This design comes from an exercise in tuning for small area on the open sky130 flow, not from production work. RTL that was checked went through simulation tests only; none was proved equivalent to the original. For runs 5 and 6, only the layout was checked, not whether the RTL still works. Power figures rest on the tool's default switching activity, not on a simulated workload.

<file path="config.mk">
export PLATFORM = sky130hd
export DESIGN_NAME = DFT
export DESIGN_NICKNAME = DFT
export VERILOG_FILES = /design/flow/design.v
export SDC_FILE = /design/flow/constraint.sdc
export NUM_CORES = 4
export LEC_CHECK = 0
export ABC_AREA = 1
export CAP_MARGIN = 20
export CORE_MARGIN = 2
export CORE_UTILIZATION = 60
export CTS_CLUSTER_DIAMETER = 120
export CTS_CLUSTER_SIZE = 28
export PLACE_DENSITY = 0.8
export SLEW_MARGIN = 20
</file>
<file path="flow/run.sh">
#!/bin/bash
# The standard layout, with the port buffers made from the smallest buffer cell.
set -euo pipefail
export BUFFER_PORTS_ARGS="-buffer_cell sky130_fd_sc_hd__buf_1"
bash standard.sh > standard.log 2>&1
</file>
<file path="standard.sh">
#!/bin/bash
# synth_recipe.tcl (not shown) runs the flow's synth.tcl, then flattens the netlist and writes it again
# the make line also repeats each setting of config.mk as NAME=value (left out here)
make -C /OpenROAD-flow-scripts/flow DESIGN_CONFIG=/design/flow/config.mk WORK_HOME=/design/flow/orfs CLKGATE_MAP_FILE= SYNTH_SCRIPT=/design/flow/synth_recipe.tcl "${@:-finish}"
</file>
<file path="constraint.sdc">
create_clock -name core_clock -period 12.0 [get_ports {clk}]
set_input_delay 2.4000 -clock core_clock [delete_from_list [all_inputs] [get_ports {clk}]]
set_output_delay 2.4000 -clock core_clock [all_outputs]
set_load 0.01 [all_outputs]
</file>
<file path="design.v">
module DFT( output [31:0] real_value,
            output [31:0] imag_value,
            input [7:0] in,
            input clk, rst );
function [22:0] raddl;
  input [21:0] a, b;
  input ci;
  integer i;
  reg c;
  begin
    c = ci;
    for (i = 0; i < 22; i = i + 1) begin
      raddl[i] = a[i] ^ b[i] ^ c;
      c = (a[i] & b[i]) | (a[i] & c) | (b[i] & c);
    end
    raddl[22] = c;
  end
endfunction
function [3:0] raddh0;
  input [3:0] a, b;
  integer i;
  reg c;
  begin
    c = 1'b0;
    for (i = 0; i < 4; i = i + 1) begin
      raddh0[i] = a[i] ^ b[i] ^ c;
      c = (a[i] & b[i]) | (a[i] & c) | (b[i] & c);
    end
  end
endfunction
function [3:0] raddh1;
  input [3:0] a, b;
  integer i;
  reg c;
  begin
    c = 1'b1;
    for (i = 0; i < 4; i = i + 1) begin
      raddh1[i] = a[i] ^ b[i] ^ c;
      c = (a[i] & b[i]) | (a[i] & c) | (b[i] & c);
    end
  end
endfunction
function [25:0] radd;
  input [25:0] a, b;
  input ci;
  reg [22:0] l;
  begin
    l = raddl(a[21:0], b[21:0], ci);
    radd = {l[22] ? raddh1(a[25:22], b[25:22]) : raddh0(a[25:22], b[25:22]), l[21:0]};
  end
endfunction
function [8:0] radd9;
  input [8:0] a, b;
  input ci;
  integer i;
  reg c;
  begin
    c = ci;
    for (i = 0; i < 9; i = i + 1) begin
      radd9[i] = a[i] ^ b[i] ^ c;
      c = (a[i] & b[i]) | (a[i] & c) | (b[i] & c);
    end
  end
endfunction
function [22:0] tab;
  input [2:0] c;
  input [2:0] d;
  begin
    case (c)
      3'd1: case (d) 3'd1: tab = 23'd1048576; 3'd2: tab = 23'd2097152; 3'd3: tab = 23'd3145728; 3'd4: tab = 23'd4194304; default: tab = 23'd0; endcase
      3'd2: case (d) 3'd1: tab = 23'd968758; 3'd2: tab = 23'd1937516; 3'd3: tab = 23'd2906274; 3'd4: tab = 23'd3875032; default: tab = 23'd0; endcase
      3'd3: case (d) 3'd1: tab = 23'd741456; 3'd2: tab = 23'd1482912; 3'd3: tab = 23'd2224368; 3'd4: tab = 23'd2965824; default: tab = 23'd0; endcase
      3'd4: case (d) 3'd1: tab = 23'd741455; 3'd2: tab = 23'd1482910; 3'd3: tab = 23'd2224365; 3'd4: tab = 23'd2965820; default: tab = 23'd0; endcase
      3'd5: case (d) 3'd1: tab = 23'd401272; 3'd2: tab = 23'd802544; 3'd3: tab = 23'd1203816; 3'd4: tab = 23'd1605088; default: tab = 23'd0; endcase
      3'd6: case (d) 3'd1: tab = 23'd401273; 3'd2: tab = 23'd802546; 3'd3: tab = 23'd1203819; 3'd4: tab = 23'd1605092; default: tab = 23'd0; endcase
      default: tab = 23'd0;
    endcase
  end
endfunction
reg [7:0] lo [0:7];    
reg [7:0] hi [0:7];    
reg [4:0] j;           
reg [3:0] k;           
reg ld;                
reg [25:0] accr, acci;
reg [25:0] outr, outi;
wire ldA = ld & ~k[0] & j[4] & j[0];
wire ldB = ld &  k[0] & ~j[4] & ~j[3] & j[0];
wire ldC = ld &  k[0] & ~j[4] &  j[3] & j[0];
wire ldD = ld &  k[0] &  j[4] & j[0];
integer q;
always @(posedge clk) begin
  lo[0] <= ldA ? in : lo[7];
  lo[1] <= ldB ? in : lo[0];
  hi[0] <= ldC ? in : hi[7];
  hi[1] <= ldD ? in : hi[0];
  for (q = 2; q < 8; q = q + 1) begin
    lo[q] <= lo[q-1];
    hi[q] <= hi[q-1];
  end
end
always @(posedge clk) begin
  if (rst) begin
    j <= 5'd16;
    k <= 4'd14;
    ld <= 1'b1;
  end else if (j == 5'd23) begin
    j <= 5'd0;
    k <= k + 4'd1;
    if (k == 4'd15) ld <= 1'b0;
  end else begin
    j <= j + 5'd1;
  end
end
wire [7:0] a = lo[7];
wire [7:0] b = hi[7];
wire kn0 = k[0] ^ (j == 5'd23);    
wire [8:0] un = radd9({a[7], a}, {b[7], b} ^ {9{kn0}}, kn0);
reg [2:0] n;
always @(*) begin
  case (j[2:0])
    3'd0: n = 3'd3;
    3'd1: n = 3'd4;
    3'd2: n = 3'd0;
    3'd3: n = 3'd5;
    3'd4: n = 3'd1;
    3'd5: n = 3'd6;
    3'd6: n = 3'd2;
    3'd7: n = 3'd7;
  endcase
end
reg [3:0] g;
wire [1:0] pn = (j == 5'd23) ? 2'd0 : (j == 5'd7) ? 2'd1 : (j == 5'd15) ? 2'd2 : j[4:3];
always @(*) begin
  case (pn)
    2'd0: g = {un[2:0], 1'b0};
    2'd1: g = un[5:2];
    default: g = un[8:5];
  endcase
end
reg [2:0] dmn;
reg dnn;
always @(*) begin
  case (g)
    4'd0: begin dmn = 3'd0; dnn = 1'b0; end
    4'd1: begin dmn = 3'd1; dnn = 1'b0; end
    4'd2: begin dmn = 3'd1; dnn = 1'b0; end
    4'd3: begin dmn = 3'd2; dnn = 1'b0; end
    4'd4: begin dmn = 3'd2; dnn = 1'b0; end
    4'd5: begin dmn = 3'd3; dnn = 1'b0; end
    4'd6: begin dmn = 3'd3; dnn = 1'b0; end
    4'd7: begin dmn = 3'd4; dnn = 1'b0; end
    4'd8: begin dmn = 3'd4; dnn = 1'b1; end
    4'd9: begin dmn = 3'd3; dnn = 1'b1; end
    4'd10: begin dmn = 3'd3; dnn = 1'b1; end
    4'd11: begin dmn = 3'd2; dnn = 1'b1; end
    4'd12: begin dmn = 3'd2; dnn = 1'b1; end
    4'd13: begin dmn = 3'd1; dnn = 1'b1; end
    4'd14: begin dmn = 3'd1; dnn = 1'b1; end
    4'd15: begin dmn = 3'd0; dnn = 1'b0; end
  endcase
end
reg [2:0] dm;
reg dn;
always @(posedge clk) begin
  dm <= dmn;
  dn <= dnn;
end
wire [3:0] m = ({4{n[0]}} & k) + ({4{n[1]}} & {k[2:0], 1'b0}) + ({4{n[2]}} & {k[1:0], 2'b00});
wire altc = k[0] & n[1];
wire alt_r = altc & (n[2] == (k[1] ^ k[2]));
wire alt_i = altc & (n[2] != (k[1] ^ k[2]));
reg [2:0] rcn, icn;
reg rsn, isn;
always @(*) begin
  case (m)
    4'd0: begin rsn = 1'b0; rcn = 3'd1; isn = 1'b0; icn = 3'd0; end
    4'd1: begin rsn = 1'b0; rcn = 3'd2; isn = 1'b1; icn = (alt_i ? 3'd6 : 3'd5); end
    4'd2: begin rsn = 1'b0; rcn = (alt_r ? 3'd4 : 3'd3); isn = 1'b1; icn = (alt_i ? 3'd4 : 3'd3); end
    4'd3: begin rsn = 1'b0; rcn = (alt_r ? 3'd6 : 3'd5); isn = 1'b1; icn = 3'd2; end
    4'd4: begin rsn = 1'b0; rcn = 3'd0; isn = 1'b1; icn = 3'd1; end
    4'd5: begin rsn = 1'b1; rcn = (alt_r ? 3'd6 : 3'd5); isn = 1'b1; icn = 3'd2; end
    4'd6: begin rsn = 1'b1; rcn = (alt_r ? 3'd4 : 3'd3); isn = 1'b1; icn = (alt_i ? 3'd4 : 3'd3); end
    4'd7: begin rsn = 1'b1; rcn = 3'd2; isn = 1'b1; icn = (alt_i ? 3'd6 : 3'd5); end
    4'd8: begin rsn = 1'b1; rcn = 3'd1; isn = 1'b0; icn = 3'd0; end
    4'd9: begin rsn = 1'b1; rcn = 3'd2; isn = 1'b0; icn = (alt_i ? 3'd6 : 3'd5); end
    4'd10: begin rsn = 1'b1; rcn = (alt_r ? 3'd4 : 3'd3); isn = 1'b0; icn = (alt_i ? 3'd4 : 3'd3); end
    4'd11: begin rsn = 1'b1; rcn = (alt_r ? 3'd6 : 3'd5); isn = 1'b0; icn = 3'd2; end
    4'd12: begin rsn = 1'b0; rcn = 3'd0; isn = 1'b0; icn = 3'd1; end
    4'd13: begin rsn = 1'b0; rcn = (alt_r ? 3'd6 : 3'd5); isn = 1'b0; icn = 3'd2; end
    4'd14: begin rsn = 1'b0; rcn = (alt_r ? 3'd4 : 3'd3); isn = 1'b0; icn = (alt_i ? 3'd4 : 3'd3); end
    4'd15: begin rsn = 1'b0; rcn = 3'd2; isn = 1'b0; icn = (alt_i ? 3'd6 : 3'd5); end
  endcase
end
wire [2:0] rc = rcn, ic = icn;
wire rs = rsn, is = isn;
wire [22:0] mr = tab(rc, dm);
wire [22:0] mi = tab(ic, dm);
wire nr = dn ^ rs;
wire ni = dn ^ is;
wire first = (j == 5'd0);
wire shift = (j == 5'd8) | (j == 5'd16);
wire [25:0] br = first ? 26'd0  : shift ? {{3{accr[25]}}, accr[25:3]} : accr;
wire [25:0] bi = first ? 26'd63 : shift ? {{3{acci[25]}}, acci[25:3]} : acci;
wire [25:0] sr = radd(br, {3'd0, mr} ^ {26{nr}}, nr);
wire [25:0] si = radd(bi, {3'd0, mi} ^ {26{ni}}, ni);
always @(posedge clk) begin
  accr <= sr;
  acci <= si;
  if (j == 5'd23) begin
    outr <= sr[25:0];
    outi <= si[25:0];
  end
end
assign real_value = {{3{outr[25]}}, outr, 3'b000};
assign imag_value = {{3{outi[25]}}, outi, 3'b000};
endmodule
</file>
==> results of run 1 <==
==> timing repair <==
| action | 4_1_cts | 5_1_grt |
|---|---|---|
| pin swaps | 0 | 4 |
| buffers inserted | 0 | 2 |
| resized for setup | 1 | 12 |
| endpoints found under the setup margin | 1 | 7 |
| hold endpoints to repair | 0 | 0 |
==> path summary, 6_finish.rpt <==
kind                               start  endpoint  slack (ns)  cells after the start
worst min-delay path            hi[5][0]  hi[6][0]        0.32                      0
worst min register to register  hi[5][0]  hi[6][0]        0.32                      0
worst max-delay path                n[2]  outr[25]        0.49                     42
worst max register to register      n[2]  outr[25]        0.49                     42
==> per-stage QoR <==
step                      utilization [%]  cell area, µm²
after floorplan                         -           10100
final                                66.1           10900
after global routing                 66.1           10900
after detailed placement             63.7           10500
after global placement               63.7           10500
after CTS                            65.8           10800
==> flip-flops by register name, summed over array words and instances (netlist names), 4 cells and up <==
signal  flops
acci       26
accr       26
hi         64
j           5
k           4
lo         64
outi       26
outr       26
==> cells by family (layout without fill, tap and decap cells) <==
logic type      Yosys count  count (layout)  share of synthesized area [%]
other cells               1               6                         0.0373
mux                       1               1                         0.0997
compound gates          142             142                           8.46
xor+xnor                 66              66                           5.94
buf+inv                 181             247                           7.61
fa+ha+maj                72              72                           12.7
simple gates            254             254                           10.3
flops                   249             249                           54.8
==> routing by layer <==
| metal | vias to the layer above | GRT usage (%) | routed length (µm) |
|---|---|---|---|
| li1 | 3168 | - | - |
| met1 | 3110 | 27.6 | 8040 |
| met2 | 174 | 41.7 | 10400 |
| met3 | 40 | 2.89 | 815 |
| met4 | 0 | 8.98 | 740 |
| met5 | - | 0 | 0 |
==> worst max-delay path: cells and delay by family (launching register included) <==
| kind | cells | cell delay [ns] |
|---|---|---|
| adders and majority gates | 23 | 9.21 |
| and+or+nand+nor | 12 | 0.98 |
| AOI/OAI and AO/OA | 4 | 0.51 |
| DFF | 1 | 0.37 |
| buffers and inverters | 3 | 0.19 |
==> layout by cell type (no fill, tap or decap), drive strengths merged, types with 2 or more instances in the layout <==
cell type and n:
inv 145, nand3 36, clkbuf 15, nor3 2, nor2 59, o22ai 2, dfxtp 197, o211ai 25
xor2 45, edfxtp 52, fa 50, a21oi 36, clkinv 2, o221ai 3, a211oi 2, buf 85
nand2 152, o21ai 66, o2111ai 5, xnor2 21, ha 22, conb 6, and2 2
==> layout make-up <==
cell class / instances / area share [%]
clock inverters: 2 / 0.196
multi-input cells: 541 / 35.2
repair buffers: 85 / 3.55
inverters: 145 / 5.03
flip-flops and latches: 249 / 50.6
well taps: 220 / 2.53
clock buffers: 15 / 2.86
==> power breakdown <==
part	switching, mW	internal, mW	total (mW)
combinational	0.980	0.582	1.56
sequential	0.0667	1.20	1.26
clock	0.245	0.188	0.433
==> metrics.md, run 1 <==
| Metric | Value |
|---|---|
| Register area share after synthesis | 54.8% |
| WP data required | 12.26 ns |
| Top-level I/O count | 74 |
| Post-Synthesis Cells | 966 |
| Final Power | 3.26 mW |
| Final hold slack | 0.324 ns |
| Yosys reg bits | 249 |
| Min cycle time layout | 11.51 ns |
| Synth cell count leaders | 197 x dfxtp_1, 147 x nand2_1, 133 x inv_1 |
| Initial Utilization | 61.0% |
| Count leader, synth | dfxtp_1 |
| Antenna violations before repair | 0 |
| Layout cells sized above 1 | 6.94% |
| IO Port Bufs | 67 |
| Worst min-delay path class | reg -> reg |
| Worst Skew | 0.0256 ns |
| Final Cycle Share | 95.9% |
| Die Area | 17800 µm² |
| Startpoint class of the critical path | flip-flop |
| Max-slew headroom | 48.7% |
| # setup viols final | 0 |
| Global-route wire length before repair | 32.3 mm |
| Core area | 16500 µm² |
| Largest net degree at the start of global routing | 56 |
| Clk Latency, worst-skew pair | 0.49 ns |
| Vias | 6492 |
| CTS Sinks | 249 |
| Final Max Tran Viols | 0 |
| Reg clk slew, reported paths | 0.10 ns |
| DRT Pass-1 Iters | 5 |
| TritonCTS clock tree | done |
| Synth unique cells | 43 |
| Final #Nets | 1116 |
| Routed WL per cell | 15.9 µm |
| Storage cell area | 5510 µm² |
| Worst EP arrival | 11.77 ns |
| DRT antenna net count | 0 |
| Multi-input gate area | 3830 µm² |
| Final wirelength | 19.9 mm |
| Area share of the largest cell type after synthesis | 39.3% |
| Max-cap violation count | 0 |
| Synth warnings | 3 |
| DRT iter0 DRCs | 415 |
| Overflow after GRT | 0 |
| Syn avg cell area | 10.4 µm² |
| Status | timing/DRC/antenna clean |
| Total Neg Setup Slack | 0 ns |
| Clk root buf | clkbuf_16 |
| Crit path top cell by count | fa_1 |
| Number of synthesized flops with an enable pin | 52 |
| Max incr delay on CP | 0.55 ns |
| Post-synth ARST share | 0% |
| Post-synth top area cell | dfxtp_1 |
| Final HPWL DP | 14.8 mm |
| Final WS setup | 0.493 ns |
| Vias in the first global route | 6485 |
| Post-route insts no fill | 1257 |
| H-tree level count | 1 |
| Diode count | 0 |
| Top_reg_cell synth | dfxtp_1 |
| Global Route Usage Sum | 22.9% |
| Peak VDD IR | 0.000191 V |
| Leak pwr | 4.83 nW |
| TritonCTS buffer count | 12 |
| Critical path endpoint category | flip-flop |
| CP Class | reg -> reg |
| Final Wtd Congestion | 0.983 |
| Layout fillers | 1337 |
| Worst-path fanout max | 5 |
| Die Span Y | 133 µm |
| Die width | 133 µm |
| CTS Buffer Depth | 3 |
| Placed Cells | 1238 |
| Synth top area cells | dfxtp_1 39%, edfxtp_1 16%, fa_1 10%, nand2_1 5.5%, inv_1 5.0% |
| Least-Margin Pin Slew | 0.767 ns |
| P per Cell Area | 300 nW/µm² |
| Vias per cell | 5.16 |
| Peak Freq | 0.0869 GHz |
| Place WS | -0.0637 ns |
| Final Hold Viols | 0 |
| Crit-path slowest cell | fa_1 |
| Syn Std Cell Area | 10000 µm² |
| Hold Buf Count CTS | 0 |
| Num rows | 47 |
| Layout area overhead | 8.34% |
| DR DRC count | 0 |
==> inputs of run 2 (changes only) <==
--- a/config.mk
+++ b/config.mk
@@ -11,5 +11,5 @@
 export CORE_UTILIZATION = 60
 export CTS_CLUSTER_DIAMETER = 120
 export CTS_CLUSTER_SIZE = 28
-export PLACE_DENSITY = 0.8
+export GPL_TIMING_DRIVEN = 0
 export SLEW_MARGIN = 20
==> metrics.md, run 2 <==
| Metric | Value |
|---|---|
| Clk root buf | clkbuf_16 |
| IO Port Bufs | 67 (unchanged) |
| Worst min-delay path class | reg -> reg |
| Area share of and/or/nand/nor cells after synthesis | 10.3% (unchanged) |
| TritonCTS buffer count | 12 (unchanged) |
| Yosys reg bits | 249 (unchanged) |
| Worst-path fanout max | 8 (+3) |
| Number of synthesized flops with an enable pin | 52 (unchanged) |
| Post-synth ARST share | 0% (unchanged) |
| Worst EP arrival | 11.78 ns (about the same) |
| Antenna violations before repair | 0 (unchanged) |
| Vias in the first global route | 6608 (+1.9%) |
| DRT antenna net count | 0 (unchanged) |
| Synth Area in Compound Gates | 8.46% (unchanged) |
| Final Wtd Congestion | 0.988 (+0.52%) |
| Largest net degree at the start of global routing | 30 (-46%) |
| Crit-path slowest cell | fa_1 |
| Initial Utilization | 61.0% (unchanged) |
| Vias per cell | 5.03 (-2.6%) |
| RSZ-0062 raised after global routing | false |
| Status | timing/DRC/antenna clean |
| Leak pwr | 4.92 nW (+1.8%) |
| Adder-Cell Fraction of Synth Area | 12.7% (unchanged) |
| # setup viols final | 0 (unchanged) |
| Post-synthesis xor/xnor area fraction | 5.94% (unchanged) |
| Commonest non-fill, non-tap cell in the layout | dfxtp_1 |
| Overflow after GRT | 0 (unchanged) |
| Layout fillers | 1321 (-1.2%) |
| Max-slew headroom | 35.8% (-13 points) |
| Final Max Tran Viols | 0 (unchanged) |
| Worst Skew | 0.0196 ns (-0.00600 ns) |
| Layout cells sized above 1 | 8.65% (+1.7 points) |
| Main combinational cell family by area after synthesis | adder cells |
| CTS Buffer Depth | 3 (unchanged) |
| DRT iter0 DRCs | 372 (-10%) |
| Critical path endpoint category | flip-flop |
| Global Route Usage Sum | 23.2% (+0.28 points) |
| CP Class | reg -> reg |
| Top flop regs | hi x64, lo x64 |
| TritonCTS clock tree | done |
| Core area | 16500 µm² (unchanged) |
| Diode count | 0 (unchanged) |
| Final Cycle Share | 96.2% (+0.33 points) |
| Layout area overhead | 10.4% |
| Peak VDD IR | 0.000161 V (-15%) |
| P per Cell Area | 290 nW/µm² (-3.2%) |
| Crit path top cell by count | fa_1 |
| Clk Latency, worst-skew pair | 0.49 ns (about the same) |
| Max-cap violation count | 0 (unchanged) |
| WP data required | 12.24 ns (-0.02 ns) |
| Routed WL per cell | 15.5 µm (-2.5%) |
| Synth warnings | 3 (unchanged) |
| Max incr delay on CP | 0.54 ns (about the same) |
| Die width | 133 µm (unchanged) |
| Area share of the largest cell type after synthesis | 39.3% (unchanged) |
| Least-Margin Pin Slew | 0.956 ns (+0.190 ns) |
| Num rows | 47 (unchanged) |
| Synth cell count leaders | 197 x dfxtp_1, 147 x nand2_1, 133 x inv_1 |
| Syn Std Cell Area | 10000 µm² (unchanged) |
| Synth top area cells | dfxtp_1 39%, edfxtp_1 16%, fa_1 10%, nand2_1 5.5%, inv_1 5.0% |
| Final wirelength | 19.9 mm (-0.42%) |
| Register area share after synthesis | 54.8% (unchanged) |
| Global-route wire length before repair | 32.6 mm (+1.0%) |
| DR DRC count | 0 (unchanged) |
| Startpoint class of the critical path | flip-flop |
| Final Power | 3.21 mW (-1.4%) |
| Final core utilization | 67.3% (+1.2 points) |
| Synth unique cells | 43 (unchanged) |
| Post-Synthesis Cells | 966 (unchanged) |
| DRT Pass-1 Iters | 5 (unchanged) |
| Count leader, synth | dfxtp_1 |
| CTS Sinks | 249 (unchanged) |
| Top_reg_cell synth | dfxtp_1 |
| Die Span Y | 133 µm (unchanged) |
| Syn avg cell area | 10.4 µm² (unchanged) |
| Mux cell area share after synthesis | 0.0997% (unchanged) |
| Commonest cells after routing, fill and taps aside | 191 x dfxtp_1, 145 x nand2_1, 133 x inv_1 |
| H-tree level count | 1 (unchanged) |
| Final Hold Viols | 0 (unchanged) |
| Min cycle time layout | 11.55 ns (+0.0394 ns) |
| Peak Freq | 0.0866 GHz (-0.34%) |
| Top-level I/O count | 74 (unchanged) |
| Total Neg Setup Slack | 0 ns (unchanged) |
| Die Area | 17800 µm² (unchanged) |
| Reg clk slew, reported paths | 0.10 ns (about the same) |
| Final #Nets | 1142 (+2.3%) |
| Vias | 6456 (-0.55%) |
| Post-synth top area cell | dfxtp_1 |
| Final HPWL DP | 15.1 mm (+1.9%) |
-- run 2: cell counts after synthesis --
No cell type changed its count.
-- run 2: routing by layer --
metal	part of all wire (%)	wire, µm	track usage (%)	vias up
li1	-	-	-	3229
met1	41	8170	27.9	3048
met2	52	10300	42.7	136
met3	3.7	725	3.08	43
met4	3.6	706	7.74	0
met5	0	0	0	-
-- run 2: worst paths after layout --
path         startpoint        to  slack, ns  cells past startpoint
max                k[0]  outr[25]       0.45                     43
min            lo[3][5]  lo[4][5]       0.33                      0
max reg2reg        k[0]  outr[25]       0.45                     43
min reg2reg    lo[3][5]  lo[4][5]       0.33                      0
-- run 2: worst max-delay path, delay by kind of cell, from the launching register on --
kind	cells	cell delay [ns]
buf+inv	5	0.43
compound gates	4	0.39
flops	1	0.40
fa+ha+maj	23	9.20
simple gates	11	0.88
-- run 2: per-stage QoR --
step / hold slack [ns] / setup WS (ns) / cell area (µm²) / std cells
finish: 0.329 / 0.454 / 11100 / 1284
global route: 0.331 / 0.0207 / 11100 / 1284
CTS: 0.333 / 0.00480 / 11000 / 1281
detailed placement: 0.312 / -0.596 / 10600 / 1260
global placement: 0.310 / -0.408 / 10600 / 1258
floorplan: 0.310 / 0.452 / 10100 / 971
-- run 2: kinds of logic after synthesis --
family / count (synthesis)
DFF: 249
muxes: 1
AOI/OAI and AO/OA: 142
xor gates and xnor gates: 66
adders and majority gates: 72
buffers and inverters: 181
and+or+nand+nor: 254
other: 1
-- run 2: area by class of cell --
type	instances	area (µm²)	area share, %
Sequential cell	249	5520	49.8
Multi-Input combinational cell	541	3850	34.8
Inverter	145	547	4.93
Timing Repair Buffer	75	337	3.04
Clock buffer	16	315	2.85
Tap cell	220	275	2.48
Buffer	36	218	1.96
Clock inverter	2	21.3	0.192
-- run 2: timing repair --
action                                  in CTS  in global routing
hold buffers                                 0                  0
pin swaps                                    2                  3
setup buffers                                3                  3
resized for setup                           12                 12
endpoints found under the setup margin       8                  9
hold endpoints to repair                     0                  0
-- run 2: power by group --
group | switching, mW | total (mW) | internal (mW)
Sequential | 0.0600 | 1.26 | 1.20
Combinational | 0.937 | 1.52 | 0.585
Clock | 0.245 | 0.434 | 0.189
==> inputs of run 3 (changes only) <==
--- a/config.mk
+++ b/config.mk
@@ -5,11 +5,10 @@
 export SDC_FILE = /design/flow/constraint.sdc
 export NUM_CORES = 4
 export LEC_CHECK = 0
-export ABC_AREA = 1
+export ABC_AREA = 0
 export CAP_MARGIN = 20
 export CORE_MARGIN = 2
 export CORE_UTILIZATION = 60
 export CTS_CLUSTER_DIAMETER = 120
 export CTS_CLUSTER_SIZE = 28
-export GPL_TIMING_DRIVEN = 0
 export SLEW_MARGIN = 20
==> metrics.md, run 3 <==
| Metric | Value |
|---|---|
| Status | timing/DRC/antenna clean |
| Max-slew headroom | 32.1% (-3.7 points) |
| Register area share after synthesis | 51.6% (-3.2 points) |
| Commonest cells after routing, fill and taps aside | 215 x nand2_1, 196 x dfxtp_1, 67 x buf_1 |
| Count leader, synth | nand2_1 |
| Worst min-delay path startpoint | lo[2][7] |
| DRT iter0 DRCs | 450 (+21%) |
| Startpoint class of the critical path | flip-flop |
| Hold path cells | 0 (unchanged) |
| Post-synth ARST share | 0% (unchanged) |
| DR DRC count | 0 (unchanged) |
| Core area | 17400 µm² (+5.4%) |
| Reg2Reg Depth | 35 (-19%) |
| Critical path endpoint category | flip-flop |
| Final core utilization | 67.1% (-0.16 points) |
| Synth warnings | 3 (unchanged) |
| Vias per cell | 5.25 (+4.3%) |
| Peak VDD IR | 0.000176 V (+9.3%) |
| Vias in the first global route | 6805 (+3.0%) |
| Final wirelength | 20.9 mm (+5.0%) |
| Met1 WL | 8.83 mm (+8.1%) |
| P per Cell Area | 309 nW/µm² (+6.5%) |
| Clk root buf | clkbuf_16 |
| H-tree level count | 1 (unchanged) |
| Syn avg cell area | 10.4 µm² (+0.14%) |
| TritonCTS clock tree | done |
| WP data required | 12.35 ns (+0.11 ns) |
| Final Cycle Share | 96.8% (+0.62 points) |
| Synth cell count leaders | 215 x nand2_1, 197 x dfxtp_1, 64 x inv_1 |
| Num rows | 48 (+2.1%) |
| Worst R2R Start | n[2] |
| Diode count | 0 (unchanged) |
| Final hold slack | 0.329 ns (-0.000197 ns) |
| Clk Latency, worst-skew pair | 0.49 ns (about the same) |
| Antenna violations before repair | 0 (unchanged) |
| Overflow after GRT | 0 (unchanged) |
| Die Span Y | 137 µm (+3.0%) |
| Peak Freq | 0.0861 GHz (-0.64%) |
| Final Max Tran Viols | 0 (unchanged) |
| DRT antenna net count | 0 (unchanged) |
| Syn Std Cell Area | 10700 µm² (+6.3%) |
| Top-level I/O count | 74 (unchanged) |
| Max-cap violation count | 0 (unchanged) |
| Final #Nets | 1179 (+3.2%) |
| Met3 wire length | 824 µm (+14%) |
| Design area | 11700 µm² (+5.2%) |
| Hold Buf Count CTS | 0 (unchanged) |
| CTS Sinks | 249 (unchanged) |
| WP buf/inv | 2 (-3) |
| Die width | 137 µm (+3.0%) |
| Initial Utilization | 61.5% (+0.49 points) |
| Least-Margin Pin Slew | 1.01 ns (+0.0584 ns) |
| Synth unique cells | 56 (+30%) |
| Final HPWL DP | 15.3 mm (+1.6%) |
| Worst Skew | 0.0205 ns (+0.000932 ns) |
| CP delay by family, top | adder cells |
| Top_reg_cell synth | dfxtp_1 |
| Uppermost layer routed | met4 |
| WL met2 | 10.3 mm (+0.59%) |
| Placed Cells | 1303 (+3.4%) |
| Yosys reg bits | 249 (unchanged) |
| Largest net degree at the start of global routing | 64 (+110%) |
| Max incr delay on CP | 0.62 ns (+0.08 ns) |
| Worst-path fanout max | 3 (-5) |
| Post-Synthesis Cells | 1025 (+6.1%) |
| Layout area overhead | 9.22% |
| DRT Pass-1 Iters | 5 (unchanged) |
| Total Neg Setup Slack | 0 ns (unchanged) |
| Routed WL per cell | 15.7 µm (+1.7%) |
| Reg clk slew, reported paths | 0.10 ns (about the same) |
| Global-route wire length before repair | 33.9 mm (+3.9%) |
| # setup viols final | 0 (unchanged) |
| Die Area | 18900 µm² (+6.1%) |
| Top flop regs | hi x64, lo x64 |
| Vias | 6955 (+7.7%) |
| Number of synthesized flops with an enable pin | 52 (unchanged) |
| CTS Buffer Depth | 3 (unchanged) |
| IO Port Bufs | 67 (unchanged) |
| CP Class | reg -> reg |
| Post-Place Cell Area | 11200 µm² (+5.7%) |
| Global Route Usage Sum | 23.0% (-0.16 points) |
| Layout cells sized above 1 | 10.5% (+1.9 points) |
| Post-route insts no fill | 1326 (+3.3%) |
| Min cycle time layout | 11.62 ns (+0.0740 ns) |
| TritonCTS buffer count | 12 (unchanged) |
| Final Wtd Congestion | 0.952 (-3.7%) |
| Flop-to-flop setup slack | 0.38 ns (-0.07 ns) |
| Hold EP | lo[3][7] |
| Area share of the largest cell type after synthesis | 37.0% (-2.3 points) |
| Final Hold Viols | 0 (unchanged) |
| Crit-path slowest cell | or4b_2 |
| Synth top area cells | dfxtp_1 37%, edfxtp_1 15%, fa_1 9.4%, nand2_1 7.6%, xnor2_1 5.0% |
| Worst EP arrival | 11.97 ns (+0.19 ns) |
| RSZ-0062 raised after global routing | true |
| Worst r2r dst | outr[24] |
| Commonest non-fill, non-tap cell in the layout | nand2_1 |
| Post-synth top area cell | dfxtp_1 |
| Leak pwr | 4.94 nW (+0.35%) |
| Crit path top cell by count | fa_1 |
| Worst min-delay path class | reg -> reg |
run 3: changes by cell type in the layout (fill, tap and decap cells not counted), sizes merged, moves of 29 or more:
cell and change:
inv -80, nand2 +64, xnor2 +41, o21ai -36, mux2 +34, xor2 -29
run 3: kinds of logic after synthesis:
kind of cell             Yosys count  share of synthesized area, %
other                              1                        0.0351
adder cells (fa/ha/maj)           72                          12.0
multiplexers                      43                          4.47
AND/OR/NAND/NOR                  336                          13.3
flip-flops                       249                          51.6
AO/OA/AOI/OAI                    124                          7.08
buffers and inverters            122                          4.91
XOR/XNOR                          78                          6.65
run 3: through the flow:
stage / total power, mW / setup slack (ns)
2_1_floorplan: 2.71 / 0.0211
6_report: 3.60 / 0.380
5_1_grt: 3.97 / -0.0304
3_3_place_gp: 3.12 / 0.161
4_1_cts: 3.64 / 0.0159
3_5_place_dp: 3.18 / -0.138
run 3: cell type report:
type | instances | area [µm²]
Inverter | 65 | 244
Clock inverter | 2 | 21.3
Tap cell | 225 | 282
Fill cell | 1412 | 5700
Clock buffer | 16 | 315
Timing Repair Buffer | 110 | 574
Sequential cell | 249 | 5510
Multi-Input combinational cell | 659 | 4710
run 3: worst max-delay path by stage:
stage | from | endpoint | slack [ns] | cells after the start
finish | n[2] | outr[24] | 0.38 | 35
global route | n[2] | outr[24] | -0.03 | 35
CTS | n[2] | outr[24] | 0.02 | 35
detailed placement | n[1] | outr[24] | -0.14 | 35
global placement | n[1] | outr[24] | 0.16 | 35
floorplan | k[0] | outr[24] | 0.02 | 36
run 3: what timing repair did:
| item | 4_1_cts | 5_1_grt |
|---|---|---|
| endpoints found under the setup margin | 3 | 7 |
| gates resized for setup | 4 | 7 |
| buffers inserted | 5 | 0 |
| cloned | 0 | 0 |
| pin swaps | 1 | 1 |
run 3: report_power, final:
group | switching, mW | internal, mW | total [mW]
registers | 0.0829 | 1.23 | 1.31
logic | 1.08 | 0.783 | 1.86
clock network | 0.243 | 0.189 | 0.433
total | 1.40 | 2.20 | 3.60
run 3: metal layers:
layer / up-vias / global-route usage (%)
li1: 3458 / -
met1: 3250 / 28.6
met2: 185 / 40.0
met3: 62 / 3.13
met4: 0 / 10.1
met5: - / 0
==> inputs of run 4 (changes only) <==
==> config.mk (replaced) <==
export PLATFORM = sky130hd
export DESIGN_NAME = DFT
export DESIGN_NICKNAME = DFT
export VERILOG_FILES = /design/flow/design.v
export SDC_FILE = /design/flow/constraint.sdc
export NUM_CORES = 4
export LEC_CHECK = 0
export ABC_AREA = 1
export CAP_MARGIN = 10
export CORE_MARGIN = 2
export CORE_UTILIZATION = 60
export CTS_CLUSTER_DIAMETER = 120
export CTS_CLUSTER_SIZE = 28
export SLEW_MARGIN = 10
==> metrics.md, run 4 <==
| Metric | Value |
|---|---|
| Worst min-delay path class | reg -> reg |
| CTS Sinks | 249 (unchanged) |
| Routed WL per cell | 16.1 µm (+2.6%) |
| Final Hold Viols | 0 (unchanged) |
| Clk Latency, worst-skew pair | 0.49 ns (about the same) |
| Max-cap violation count | 0 (unchanged) |
| Post-Synthesis Cells | 966 (-5.8%) |
| Final #Nets | 1111 (-5.8%) |
| Worst EP arrival | 11.67 ns (-0.30 ns) |
| Final wirelength | 20.2 mm (-3.0%) |
| Overflow after GRT | 0 (unchanged) |
| Clk root buf | clkbuf_16 |
| Largest net degree at the start of global routing | 56 (-13%) |
| Global Route Usage Sum | 23.7% (+0.67 points) |
| Layout area overhead | 8.10% |
| Post-synth ARST share | 0% (unchanged) |
| WP buf/inv | 4 (+2) |
| Core area | 16500 µm² (-5.1%) |
| Critical path endpoint category | flip-flop |
| Layout fillers | 1288 (-8.8%) |
| Leak pwr | 4.81 nW (-2.6%) |
| DRT iter0 DRCs | 316 (-30%) |
| CP delay by family, top | adder cells |
| Peak Freq | 0.0876 GHz (+1.8%) |
| Vias | 6479 (-6.8%) |
| DR DRC count | 0 (unchanged) |
| Final Power | 3.19 mW (-11%) |
| Layout cells sized above 1 | 6.78% (-3.8 points) |
| Peak VDD IR | 0.000174 V (-1.1%) |
| WP data required | 12.25 ns (-0.10 ns) |
| Commonest non-fill, non-tap cell in the layout | dfxtp_1 |
| Worst R2R Start | n[2] |
| H-tree level count | 1 (unchanged) |
| Post-synth top area cell | dfxtp_1 |
| Register area share after synthesis | 54.8% (+3.2 points) |
| IO Port Bufs | 67 (unchanged) |
| TritonCTS buffer count | 12 (unchanged) |
| Number of synthesized flops with an enable pin | 52 (unchanged) |
| Flop-to-flop setup slack | 0.59 ns (+0.21 ns) |
| Storage cell area | 5510 µm² (+0.14%) |
| Placed Cells | 1235 (-5.2%) |
| Worst r2r dst | outr[25] |
| Global-route wire length before repair | 33.5 mm (-1.1%) |
| Post-route insts no fill | 1253 (-5.5%) |
| DRT Pass-1 Iters | 5 (unchanged) |
| Hold Buf Count CTS | 0 (unchanged) |
| TritonCTS clock tree | done |
| Antenna violations before repair | 0 (unchanged) |
| Num rows | 47 (-2.1%) |
| CP Class | reg -> reg |
| Post-CTS Repair Setup Buffers | 0 (-5) |
| Top flop regs | hi x64, lo x64 |
| Top_reg_cell synth | dfxtp_1 |
| Status | timing/DRC/antenna clean |
| Vias in the first global route | 6790 (-0.22%) |
| Final Max Tran Viols | 0 (unchanged) |
| Synth unique cells | 43 (-23%) |
| Max incr delay on CP | 0.53 ns (-0.09 ns) |
| Syn avg cell area | 10.4 µm² (-0.14%) |
| Commonest cells after routing, fill and taps aside | 192 x dfxtp_1, 146 x nand2_1, 133 x inv_1 |
| Reg clk slew, reported paths | 0.10 ns (about the same) |
| P per Cell Area | 294 nW/µm² (-4.7%) |
| Max-slew headroom | 48.9% (+17 points) |
| Total Neg Setup Slack | 0 ns (unchanged) |
| Synth warnings | 3 (unchanged) |
| CTS Buffer Depth | 3 (unchanged) |
| Synth top area cells | dfxtp_1 39%, edfxtp_1 16%, fa_1 10%, nand2_1 5.5%, inv_1 5.0% |
| Worst-path fanout max | 6 (+3) |
| Count leader, synth | dfxtp_1 |
| Hold EP | lo[5][6] |
| Die Area | 17800 µm² (-5.7%) |
| Hold path cells | 0 (unchanged) |
| Yosys reg bits | 249 (unchanged) |
| RSZ-0062 raised after global routing | false |
| Diode count | 0 (unchanged) |
| Synth cell count leaders | 197 x dfxtp_1, 147 x nand2_1, 133 x inv_1 |
| Final Wtd Congestion | 0.892 (-6.3%) |
| Startpoint class of the critical path | flip-flop |
| Crit-path slowest cell | fa_1 |
| DRT antenna net count | 0 (unchanged) |
| Reg2Reg Depth | 39 (+11%) |
| Die width | 133 µm (-2.9%) |
| Final HPWL DP | 15.0 mm (-2.0%) |
| Worst min-delay path startpoint | lo[4][6] |
| Final core utilization | 65.9% (-1.2 points) |
| Final WS setup | 0.585 ns (+0.205 ns) |
| Top-level I/O count | 74 (unchanged) |
| Die Span Y | 133 µm (-2.9%) |
| # setup viols final | 0 (unchanged) |
| Crit path top cell by count | fa_1 |
| Initial Utilization | 61.0% (-0.49 points) |
| Place WS | 0.00308 ns (+0.141 ns) |
| Min cycle time layout | 11.41 ns (-0.205 ns) |
| Area share of the largest cell type after synthesis | 39.3% (+2.3 points) |
| Critical Path Stages | 39 (+11%) |
| Multi-input gate area | 3830 µm² (-19%) |
| Worst Skew | 0.0220 ns (+0.00149 ns) |
| Least-Margin Pin Slew | 0.764 ns (-0.251 ns) |
| Final Cycle Share | 95.1% (-1.7 points) |
| Syn Std Cell Area | 10000 µm² (-5.9%) |
| Vias per cell | 5.17 (-1.4%) |
## run 4: cell count changes after synthesis, moves of 19 or more
cell | before | now
xnor2_1 | 61 | 20
o211ai_1 | 3 | 25
mux2_2 | 34 | 0
inv_1 | 64 | 133
nand2_1 | 215 | 147
nand3_1 | 17 | 36
xor2_1 | 15 | 45
o21ai_0 | 29 | 61
clkbuf_1 | 36 | 15
## run 4: worst max-delay path by stage
stage / from / end / slack, ns
floorplan: k[0] / outr[25] / 0.45
finish: n[2] / outr[25] / 0.59
detailed placement: k[1] / outr[25] / 0.003
CTS: k[1] / outr[25] / 0.05
global placement: k[1] / outr[25] / 0.25
global route: n[2] / outr[25] / 0.04
## run 4: cells by family (layout without fill, tap and decap cells)
| kind of cell | after synthesis | in the layout | share of synthesized area (%) |
|---|---|---|---|
| other | 1 | 6 | 0.0373 |
| xor gates and xnor gates | 66 | 66 | 5.94 |
| DFF | 249 | 249 | 54.8 |
| muxes | 1 | 1 | 0.0997 |
| AOI/OAI and AO/OA | 142 | 142 | 8.46 |
| and+or+nand+nor | 254 | 254 | 10.3 |
| buffers and inverters | 181 | 243 | 7.61 |
| adders and majority gates | 72 | 72 | 12.7 |
## run 4: report_power, final
group / switching (mW) / leakage, nW / internal (mW)
sequential: 0.0620 / 2.11 / 1.20
combinational: 0.937 / 2.53 / 0.566
clock: 0.244 / 0.163 / 0.189
total: 1.24 / 4.81 / 1.95
## run 4: cell type report
class	instances	area share (%)
Multi-Input combinational cell	541	35.3
Inverter	145	5.04
Tap cell	220	2.54
Clock buffer	16	2.90
Timing Repair Buffer	80	3.22
Clock inverter	2	0.196
Sequential cell	249	50.8
## run 4: per-layer routing
| metal | wire (µm) | track usage [%] |
|---|---|---|
| met1 | 8090 | 28.0 |
| met5 | 0 | 0 |
| met4 | 690 | 9.04 |
| met3 | 622 | 2.66 |
| met2 | 10800 | 44.1 |
## run 4: timing repair
item / 4_1_cts / 5_1_grt
pin swaps: 0 / 1
gates resized for setup: 1 / 15
setup endpoints to repair: 1 / 9
## run 4: stage by stage
step	hold WS, ns	instance area, µm²
3_3_place_gp	0.311	10500
6_report	0.322	10900
5_1_grt	0.328	10900
4_1_cts	0.326	10800
2_1_floorplan	0.310	10100
3_5_place_dp	0.313	10500
## run 4: worst reg2reg max path, delay by kind of cell (launching register included)
family	cells	cell delay (ns)
compound gates	3	0.43
xor+xnor	1	0.24
fa+ha+maj	23	9.10
buf+inv	4	0.35
flops	1	0.37
simple gates	8	0.68
==> inputs of run 5 (changes only) <==
--- a/design.v
+++ b/design.v
@@ -2,39 +2,39 @@
             output [31:0] imag_value,
             input [7:0] in,
             input clk, rst );
-function [22:0] raddl;
-  input [21:0] a, b;
+function [23:0] raddl;
+  input [22:0] a, b;
   input ci;
   integer i;
   reg c;
   begin
     c = ci;
-    for (i = 0; i < 22; i = i + 1) begin
+    for (i = 0; i < 23; i = i + 1) begin
       raddl[i] = a[i] ^ b[i] ^ c;
       c = (a[i] & b[i]) | (a[i] & c) | (b[i] & c);
     end
-    raddl[22] = c;
-  end
-endfunction
-function [3:0] raddh0;
-  input [3:0] a, b;
+    raddl[23] = c;
+  end
+endfunction
+function [2:0] raddh0;
+  input [2:0] a, b;
   integer i;
   reg c;
   begin
     c = 1'b0;
-    for (i = 0; i < 4; i = i + 1) begin
+    for (i = 0; i < 3; i = i + 1) begin
       raddh0[i] = a[i] ^ b[i] ^ c;
       c = (a[i] & b[i]) | (a[i] & c) | (b[i] & c);
     end
   end
 endfunction
-function [3:0] raddh1;
-  input [3:0] a, b;
+function [2:0] raddh1;
+  input [2:0] a, b;
   integer i;
   reg c;
   begin
     c = 1'b1;
-    for (i = 0; i < 4; i = i + 1) begin
+    for (i = 0; i < 3; i = i + 1) begin
       raddh1[i] = a[i] ^ b[i] ^ c;
       c = (a[i] & b[i]) | (a[i] & c) | (b[i] & c);
     end
@@ -43,10 +43,10 @@
 function [25:0] radd;
   input [25:0] a, b;
   input ci;
-  reg [22:0] l;
-  begin
-    l = raddl(a[21:0], b[21:0], ci);
-    radd = {l[22] ? raddh1(a[25:22], b[25:22]) : raddh0(a[25:22], b[25:22]), l[21:0]};
+  reg [23:0] l;
+  begin
+    l = raddl(a[22:0], b[22:0], ci);
+    radd = {l[23] ? raddh1(a[25:23], b[25:23]) : raddh0(a[25:23], b[25:23]), l[22:0]};
   end
 endfunction
 function [8:0] radd9;
--- a/config.mk
+++ b/config.mk
@@ -6,9 +6,9 @@
 export NUM_CORES = 4
 export LEC_CHECK = 0
 export ABC_AREA = 1
-export CAP_MARGIN = 10
+export CAP_MARGIN = 20
 export CORE_MARGIN = 2
 export CORE_UTILIZATION = 60
 export CTS_CLUSTER_DIAMETER = 120
 export CTS_CLUSTER_SIZE = 28
-export SLEW_MARGIN = 10
+export SLEW_MARGIN = 20
==> metrics.md, run 5 <==
| Metric | Value |
|---|---|
| Register area share after synthesis | 53.5% (-1.3 points) |
| TritonCTS buffer count | 12 (unchanged) |
| Worst min-delay path startpoint | lo[2][5] |
| Leak pwr | 4.82 nW (+0.21%) |
| # setup viols final | 0 (unchanged) |
| WP data required | 12.25 ns (about the same) |
| Layout cells sized above 1 | 9.61% (+2.8 points) |
| Post-Place Cell Area | 10700 µm² (+2.2%) |
| Worst EP arrival | 11.75 ns (+0.08 ns) |
| Final Hold Viols | 0 (unchanged) |
| Vias in the first global route | 6476 (-4.6%) |
| Crit-path slowest cell | fa_1 |
| Hold path cells | 0 (unchanged) |
| Flop-to-flop setup slack | 0.50 ns (-0.08 ns) |
| Diode count | 0 (unchanged) |
| Initial Utilization | 61.6% (+0.65 points) |
| Design area | 11100 µm² (+2.2%) |
| Crit path top cell by count | fa_1 |
| Hold EP | lo[3][5] |
| Final Wtd Congestion | 0.968 (+8.5%) |
| Number of synthesized flops with an enable pin | 52 (unchanged) |
| Syn Std Cell Area | 10300 µm² (+2.5%) |
| Syn avg cell area | 10.5 µm² (+0.64%) |
| Largest net degree at the start of global routing | 56 (unchanged) |
| Final wirelength | 19.0 mm (-6.0%) |
| Final #Nets | 1130 (+1.7%) |
| Top-level I/O count | 74 (unchanged) |
| Top_reg_cell synth | dfxtp_1 |
| CTS Sinks | 249 (unchanged) |
| CP Class | reg -> reg |
| Reg2Reg Depth | 40 (+2.6%) |
| Least-Margin Pin Slew | 0.774 ns (+0.0101 ns) |
| Die Area | 18200 µm² (+2.4%) |
| DRT antenna net count | 0 (unchanged) |
| Vias | 6361 (-1.8%) |
| Clk Latency, worst-skew pair | 0.48 ns (about the same) |
| Post-synth ARST share | 0% (unchanged) |
| Die width | 135 µm (+1.2%) |
| Final core utilization | 66.4% (+0.49 points) |
| Die Span Y | 135 µm (+1.2%) |
| DRT iter0 DRCs | 351 (+11%) |
| Status | timing/DRC/antenna clean |
| Post-Synthesis Cells | 984 (+1.9%) |
| Final Max Tran Viols | 0 (unchanged) |
| Vias per cell | 5.00 (-3.2%) |
| Commonest non-fill, non-tap cell in the layout | dfxtp_1 |
| P per Cell Area | 304 nW/µm² (+3.2%) |
| Peak Freq | 0.0870 GHz (-0.70%) |
| Max incr delay on CP | 0.54 ns (about the same) |
| Global Route Usage Sum | 21.9% (-1.8 points) |
| Top flop regs | hi x64, lo x64 |
| Final HPWL DP | 14.0 mm (-6.8%) |
| Worst-path fanout max | 7 (+1) |
| Hold Buf Count CTS | 0 (unchanged) |
| Commonest cells after routing, fill and taps aside | 192 x dfxtp_1, 156 x nand2_1, 127 x inv_1 |
| DRT Pass-1 Iters | 5 (unchanged) |
| Met3 usage | 2.82% (+0.15 points) |
| Most Crowded Layer GR | met2 |
| Synth top area cells | dfxtp_1 38%, edfxtp_1 15%, fa_1 10%, nand2_1 5.7%, inv_1 4.6% |
| Post-route insts no fill | 1271 (+1.4%) |
| Num rows | 47 (unchanged) |
| Worst r2r dst | outr[25] |
| Layout area overhead | 7.76% |
| Routed WL per cell | 15.0 µm (-7.3%) |
| DR DRC count | 0 (unchanged) |
| Yosys reg bits | 249 (unchanged) |
| Peak VDD IR | 0.000149 V (-15%) |
| Synth warnings | 3 (unchanged) |
| Final Cycle Share | 95.8% (+0.67 points) |
| Clk root buf | clkbuf_16 |
| Reg clk slew, reported paths | 0.11 ns (about the same) |
| Max-cap violation count | 0 (unchanged) |
| Synth cell count leaders | 197 x dfxtp_1, 156 x nand2_1, 127 x inv_1 |
| Total Neg Setup Slack | 0 ns (unchanged) |
| Core area | 16700 µm² (+1.4%) |
| Startpoint class of the critical path | flip-flop |
| Critical path endpoint category | flip-flop |
| Area share of the largest cell type after synthesis | 38.3% (-0.96 points) |
| Min cycle time layout | 11.50 ns (+0.0807 ns) |
| Grt met2 use | 39.4% (-4.7 points) |
| Post-CTS Repair Setup Buffers | 0 (unchanged) |
| TritonCTS clock tree | done |
| Post-synth top area cell | dfxtp_1 |
| Overflow after GRT | 0 (unchanged) |
| IO Port Bufs | 67 (unchanged) |
| Worst min-delay path class | reg -> reg |
| CTS Buffer Depth | 3 (unchanged) |
| H-tree level count | 1 (unchanged) |
| Count leader, synth | dfxtp_1 |
| Placed Cells | 1252 (+1.4%) |
| Max-slew headroom | 48.3% (-0.68 points) |
| M1 GR Usage | 27.7% (-0.32 points) |
| Worst Skew | 0.0162 ns (-0.00586 ns) |
| Global-route wire length before repair | 31.6 mm (-5.6%) |
| Antenna violations before repair | 0 (unchanged) |
| Final Power | 3.37 mW (+5.4%) |
| Worst R2R Start | k[0] |
| Synth unique cells | 46 (+7.0%) |
-- run 5: cell count changes in the layout (fill, tap and decap cells not counted), moves of 4 or more --
| cell | previous run | this run |
|---|---|---|
| a21oi_1 | 33 | 26 |
| inv_1 | 133 | 127 |
| inv_2 | 11 | 19 |
| nand2_1 | 146 | 156 |
| nand4_1 | 1 | 5 |
| o21ai_0 | 60 | 68 |
| xnor2_1 | 20 | 28 |
| xor2_1 | 45 | 19 |
| xor2_2 | 0 | 14 |
-- run 5: cell families after synthesis --
kind of cell               share of synthesized area, %
AOI/OAI and AO/OA                                  7.80
xor gates and xnor gates                           6.21
adders and majority gates                          12.8
buffers and inverters                              7.60
DFF                                                53.5
muxes                                            0.0972
other                                            0.0364
and+or+nand+nor                                    12.0
-- run 5: worst max path at each step --
stage | endpoint | start | depth (start not counted)
finish | outr[25] | k[0] | 40
global route | outr[25] | k[0] | 40
CTS | outr[25] | k[2] | 40
detailed placement | outr[25] | k[1] | 40
global placement | outr[25] | k[0] | 40
floorplan | outr[25] | k[0] | 40
-- run 5: metrics by stage --
stage,hold WS (ns),worst slack (ns)
floorplan,0.310,0.471
detailed placement,0.312,0.0310
finish,0.323,0.504
global placement,0.310,0.280
CTS,0.324,0.0344
global route,0.327,-0.0150
-- run 5: critical path: cells and delay by family, from the launching register on --
kind / cells / cell delay, ns
simple gates: 9 / 0.63
fa+ha+maj: 24 / 9.48
compound gates: 1 / 0.23
buf+inv: 5 / 0.32
flops: 1 / 0.39
xor+xnor: 1 / 0.18
-- run 5: where the power goes --
| part | switching [mW] | internal (mW) | total, mW | leakage, nW |
|---|---|---|---|---|
| sequential | 0.0583 | 1.20 | 1.26 | 2.11 |
| combinational | 1.03 | 0.632 | 1.66 | 2.53 |
| clock | 0.244 | 0.202 | 0.446 | 0.170 |
-- run 5: area by class of cell --
type                    count  area [µm²]
well taps                 220         275
clock inverters             1        5.00
inverters                 147         552
repair buffers             78         334
fillers                  1342        5610
multi-input cells         558        4070
clock buffers              18         344
flip-flops and latches    249        5520
-- run 5: per-layer routing --
layer	up-vias	routed length [µm]
li1	3194	-
met2	134	9640
met4	0	452
met1	3002	8120
met5	-	0
met3	31	797
-- run 5: repair_timing --
action	in CTS	in global routing
endpoints found under the setup margin	1	8
cloned	0	0
hold endpoints to repair	0	0
pin swaps	0	2
resized for setup	2	15
==> inputs of run 6 (changes only) <==
--- a/design.v
+++ b/design.v
@@ -2,39 +2,39 @@
             output [31:0] imag_value,
             input [7:0] in,
             input clk, rst );
-function [23:0] raddl;
-  input [22:0] a, b;
+function [20:0] raddl;
+  input [19:0] a, b;
   input ci;
   integer i;
   reg c;
   begin
     c = ci;
-    for (i = 0; i < 23; i = i + 1) begin
+    for (i = 0; i < 20; i = i + 1) begin
       raddl[i] = a[i] ^ b[i] ^ c;
       c = (a[i] & b[i]) | (a[i] & c) | (b[i] & c);
     end
-    raddl[23] = c;
-  end
-endfunction
-function [2:0] raddh0;
-  input [2:0] a, b;
+    raddl[20] = c;
+  end
+endfunction
+function [5:0] raddh0;
+  input [5:0] a, b;
   integer i;
   reg c;
   begin
     c = 1'b0;
-    for (i = 0; i < 3; i = i + 1) begin
+    for (i = 0; i < 6; i = i + 1) begin
       raddh0[i] = a[i] ^ b[i] ^ c;
       c = (a[i] & b[i]) | (a[i] & c) | (b[i] & c);
     end
   end
 endfunction
-function [2:0] raddh1;
-  input [2:0] a, b;
+function [5:0] raddh1;
+  input [5:0] a, b;
   integer i;
   reg c;
   begin
     c = 1'b1;
-    for (i = 0; i < 3; i = i + 1) begin
+    for (i = 0; i < 6; i = i + 1) begin
       raddh1[i] = a[i] ^ b[i] ^ c;
       c = (a[i] & b[i]) | (a[i] & c) | (b[i] & c);
     end
@@ -43,10 +43,10 @@
 function [25:0] radd;
   input [25:0] a, b;
   input ci;
-  reg [23:0] l;
-  begin
-    l = raddl(a[22:0], b[22:0], ci);
-    radd = {l[23] ? raddh1(a[25:23], b[25:23]) : raddh0(a[25:23], b[25:23]), l[22:0]};
+  reg [20:0] l;
+  begin
+    l = raddl(a[19:0], b[19:0], ci);
+    radd = {l[20] ? raddh1(a[25:20], b[25:20]) : raddh0(a[25:20], b[25:20]), l[19:0]};
   end
 endfunction
 function [8:0] radd9;
@@ -200,16 +200,16 @@
 wire ni = dn ^ is;
 wire first = (j == 5'd0);
 wire shift = (j == 5'd8) | (j == 5'd16);
-wire [25:0] br = first ? 26'd0  : shift ? {{3{accr[25]}}, accr[25:3]} : accr;
-wire [25:0] bi = first ? 26'd63 : shift ? {{3{acci[25]}}, acci[25:3]} : acci;
-wire [25:0] sr = radd(br, {3'd0, mr} ^ {26{nr}}, nr);
-wire [25:0] si = radd(bi, {3'd0, mi} ^ {26{ni}}, ni);
+wire [25:0] br = first ? ~26'd0  : shift ? {{3{accr[25]}}, accr[25:3]} : accr;
+wire [25:0] bi = first ? ~26'd63 : shift ? {{3{acci[25]}}, acci[25:3]} : acci;
+wire [25:0] sr = radd(br, ~({3'd0, mr} ^ {26{nr}}), ~nr);
+wire [25:0] si = radd(bi, ~({3'd0, mi} ^ {26{ni}}), ~ni);
 always @(posedge clk) begin
   accr <= sr;
   acci <= si;
   if (j == 5'd23) begin
-    outr <= sr[25:0];
-    outi <= si[25:0];
+    outr <= ~sr[25:0];
+    outi <= ~si[25:0];
   end
 end
 assign real_value = {{3{outr[25]}}, outr, 3'b000};
--- a/config.mk
+++ b/config.mk
@@ -9,6 +9,6 @@
 export CAP_MARGIN = 20
 export CORE_MARGIN = 2
 export CORE_UTILIZATION = 60
-export CTS_CLUSTER_DIAMETER = 120
-export CTS_CLUSTER_SIZE = 28
+export CTS_CLUSTER_DIAMETER = 80
+export CTS_CLUSTER_SIZE = 24
 export SLEW_MARGIN = 20
==> metrics.md, run 6 <==
| Metric | Value |
|---|---|
| Most Crowded Layer GR | met2 |
| Final core utilization | 65.5% (-0.90 points) |
| Worst Skew | 0.0229 ns (+0.00671 ns) |
| TritonCTS clock tree | done |
| Antenna violations before repair | 0 (unchanged) |
| Max incr delay on CP | 0.54 ns (about the same) |
| Final Hold Viols | 0 (unchanged) |
| Vias | 6570 (+3.3%) |
| Synth cell count leaders | 197 x dfxtp_1, 193 x nand2_1, 149 x inv_1 |
| Hold path cells | 0 (unchanged) |
| Global-route wire length before repair | 32.5 mm (+2.9%) |
| Final Wtd Congestion | 0.954 (-1.5%) |
| Syn avg cell area | 10.1 µm² (-3.9%) |
| Peak VDD IR | 0.000163 V (+9.5%) |
| Initial Utilization | 60.6% (-0.99 points) |
| Clk Latency, worst-skew pair | 0.48 ns (about the same) |
| Post-CTS sizing | 0 (-2) |
| Post-route insts no fill | 1322 (+4.0%) |
| Final hold slack | 0.324 ns (+0.00138 ns) |
| Met3 usage | 2.92% (+0.10 points) |
| Grt met2 use | 40.2% (+0.82 points) |
| Reg2Reg Depth | 44 (+10%) |
| Synth top area cells | dfxtp_1 38%, edfxtp_1 15%, fa_1 8.9%, nand2_1 7.0%, inv_1 5.4% |
| Peak Freq | 0.0910 GHz (+4.6%) |
| Post-synth top area cell | dfxtp_1 |
| Clk root buf | clkbuf_16 |
| Post-Synthesis Cells | 1032 (+4.9%) |
| Synth unique cells | 45 (-2.2%) |
| Layout area overhead | 8.04% |
| Leak pwr | 5.11 nW (+6.2%) |
| Max-cap violation count | 0 (unchanged) |
| Layout fillers | 1423 (+6.0%) |
| CP Class | reg -> reg |
| Syn Std Cell Area | 10400 µm² (+0.84%) |
| Commonest non-fill, non-tap cell in the layout | dfxtp_1 |
| Vias per cell | 4.97 (-0.70%) |
| Num rows | 48 (+2.1%) |
| Number of synthesized flops with an enable pin | 52 (unchanged) |
| DRT Pass-1 Iters | 5 (unchanged) |
| Startpoint class of the critical path | flip-flop |
| Final Max Tran Viols | 0 (unchanged) |
| IO Port Bufs | 67 (unchanged) |
| DRT iter0 DRCs | 193 (-45%) |
| Die Span Y | 136 µm (+0.41%) |
| TritonCTS buffer count | 14 (+2) |
| P per Cell Area | 314 nW/µm² (+3.4%) |
| Top-level I/O count | 74 (unchanged) |
| CTS Sinks | 249 (unchanged) |
| Commonest cells after routing, fill and taps aside | 197 x dfxtp_1, 193 x nand2_1, 149 x inv_1 |
| Final Cycle Share | 91.6% (-4.2 points) |
| Final wirelength | 19.5 mm (+2.8%) |
| Final #Nets | 1172 (+3.7%) |
| Critical path endpoint category | flip-flop |
| Worst-path fanout max | 7 (unchanged) |
| Final Power | 3.52 mW (+4.6%) |
| Worst min-delay path class | reg -> reg |
| Yosys reg bits | 249 (unchanged) |
| Final HPWL DP | 14.5 mm (+4.1%) |
| CTS Buffer Depth | 3 (unchanged) |
| WP data required | 12.25 ns (about the same) |
| Top_reg_cell synth | dfxtp_1 |
| Max-slew headroom | 39.5% (-8.8 points) |
| Core area | 17100 µm² (+2.5%) |
| Reg clk slew, reported paths | 0.09 ns (-0.02 ns) |
| Die width | 136 µm (+0.41%) |
| Status | timing/DRC/antenna clean |
| Worst R2R Start | k[0] |
| H-tree level count | 1 (unchanged) |
| Top flop regs | hi x64, lo x64 |
| Crit path top cell by count | fa_1 |
| Worst min-delay path startpoint | hi[3][6] |
| DRT antenna net count | 0 (unchanged) |
| Hold Buf Count CTS | 0 (unchanged) |
| Least-Margin Pin Slew | 0.906 ns (+0.132 ns) |
| Area share of the largest cell type after synthesis | 38.0% (-0.32 points) |
| Worst EP arrival | 11.24 ns (-0.51 ns) |
| # setup viols final | 0 (unchanged) |
| Global Route Usage Sum | 22.3% (+0.46 points) |
| Worst r2r dst | outr[24] |
| DR DRC count | 0 (unchanged) |
| Vias in the first global route | 6575 (+1.5%) |
| Register area share after synthesis | 53.0% (-0.44 points) |
| Hold EP | hi[4][6] |
| Overflow after GRT | 0 (unchanged) |
| Total Neg Setup Slack | 0 ns (unchanged) |
| Die Area | 18400 µm² (+0.82%) |
| Post-CTS Repair Setup Buffers | 0 (unchanged) |
| Largest net degree at the start of global routing | 56 (unchanged) |
| Diode count | 0 (unchanged) |
| Flop-to-flop setup slack | 1.01 ns (+0.51 ns) |
| Post-synth ARST share | 0% (unchanged) |
| Routed WL per cell | 14.8 µm (-1.2%) |
| RSZ-0062 raised after global routing | false |
| M1 GR Usage | 28.2% (+0.48 points) |
| Placed Cells | 1299 (+3.8%) |
| Layout cells sized above 1 | 7.84% (-1.8 points) |
| Crit-path slowest cell | fa_1 |
| Min cycle time layout | 10.99 ns (-0.508 ns) |
| Synth warnings | 3 (unchanged) |
| Count leader, synth | dfxtp_1 |
run 6: cell count changes after synthesis, moves of 15 or more:
cell / delta
nand2_1: +37
nand3_1: +20
o21ai_0: -26
inv_1: +22
nand2_2: +15
xor2_1: +18
run 6: worst max path at each step:
stage | endpoint | slack, ns | from
after floorplan | outr[24] | 1.57 | k[0]
after CTS | outr[24] | 0.94 | k[0]
after detailed placement | outr[24] | 0.92 | k[0]
after global routing | outr[24] | 0.34 | k[0]
after global placement | outr[24] | 1.13 | k[0]
final | outr[24] | 1.01 | k[0]
run 6: logic make-up (layout without fill, tap and decap cells):
kind of cell,count (synthesis),in the layout,share of synthesized area [%]
AO/OA/AOI/OAI,98,98,5.73
AND/OR/NAND/NOR,353,353,15.8
XOR/XNOR,67,67,5.87
buffers and inverters,191,251,7.43
multiplexers,1,1,0.0964
flip-flops,249,249,53.0
adder cells (fa/ha/maj),72,72,12.0
other,1,6,0.0361
run 6: metrics by stage:
stage                     setup WS, ns  instance area (µm²)
final                             1.01                11200
after global routing             0.343                11200
after CTS                        0.940                11200
after detailed placement         0.924                10800
after global placement            1.13                10800
after floorplan                   1.57                10400
run 6: per-layer routing:
layer	wire length [µm]	up-vias
met3	744	36
li1	-	3328
met2	9870	130
met1	8380	3076
met4	551	0
met5	0	-
run 6: critical path: cells and delay by family, from the launching register on:
family | cells | cell delay [ns]
fa+ha+maj | 21 | 8.05
buf+inv | 7 | 0.53
flops | 1 | 0.46
compound gates | 3 | 0.50
simple gates | 12 | 1.07
xor+xnor | 1 | 0.15
run 6: cell type report:
type,count,area [µm²],area share (%)
multi-input combinational,597,4130,36.8
timing repair buffer,72,289,2.58
inverter,156,586,5.22
clock buffer,21,408,3.64
tap,225,282,2.51
clock inverter,2,15.0,0.134
sequential,249,5510,49.1
run 6: where the power goes:
group | leakage (nW) | total [mW] | internal (mW) | switching, mW
Combinational | 2.79 | 1.76 | 0.692 | 1.07
Clock | 0.207 | 0.495 | 0.240 | 0.256
Sequential | 2.11 | 1.26 | 1.20 | 0.0656

-- re-timing with driven ports --
The flow's constraints put no driver on any port. The routed layouts listed below were extracted and timed again, unchanged, in two steps.
Step 1 assumes that a clkbuf_16 drives the clock port and a buf_2 every other input.
Step 2 also shifts input and output timing later by t, the mid clock arrival at the registers, as if the neighbouring blocks saw the same clock.
Slacks: ideal ports / drivers / drivers and shift; pairs: ideal ports / drivers.
| run | t (ns) | setup WS [ns] | worst setup path at the end | worst register clock-pin slew, ns | pins driven straight from the clock port |
|---|---|---|---|---|---|
| run 1 | 0.524 | 0.493 / 0.493 / 0.493 | register to register | 0.10 / 0.10 | 1 |
| run 2 | 0.526 | 0.454 / 0.454 / 0.454 | register to register | 0.10 / 0.10 | 1 |
| run 3 | 0.526 | 0.380 / 0.380 / 0.380 | register to register | 0.10 / 0.10 | 1 |
| run 4 | 0.528 | 0.585 / 0.585 / 0.585 | register to register | 0.11 / 0.11 | 1 |
| run 5 | 0.518 | 0.504 / 0.504 / 0.504 | register to register | 0.11 / 0.11 | 1 |
| run 6 | 0.514 | 1.013 / 1.013 / 1.013 | register to register | 0.10 / 0.10 | 1 |
After both steps setup and hold are still met in every run listed.
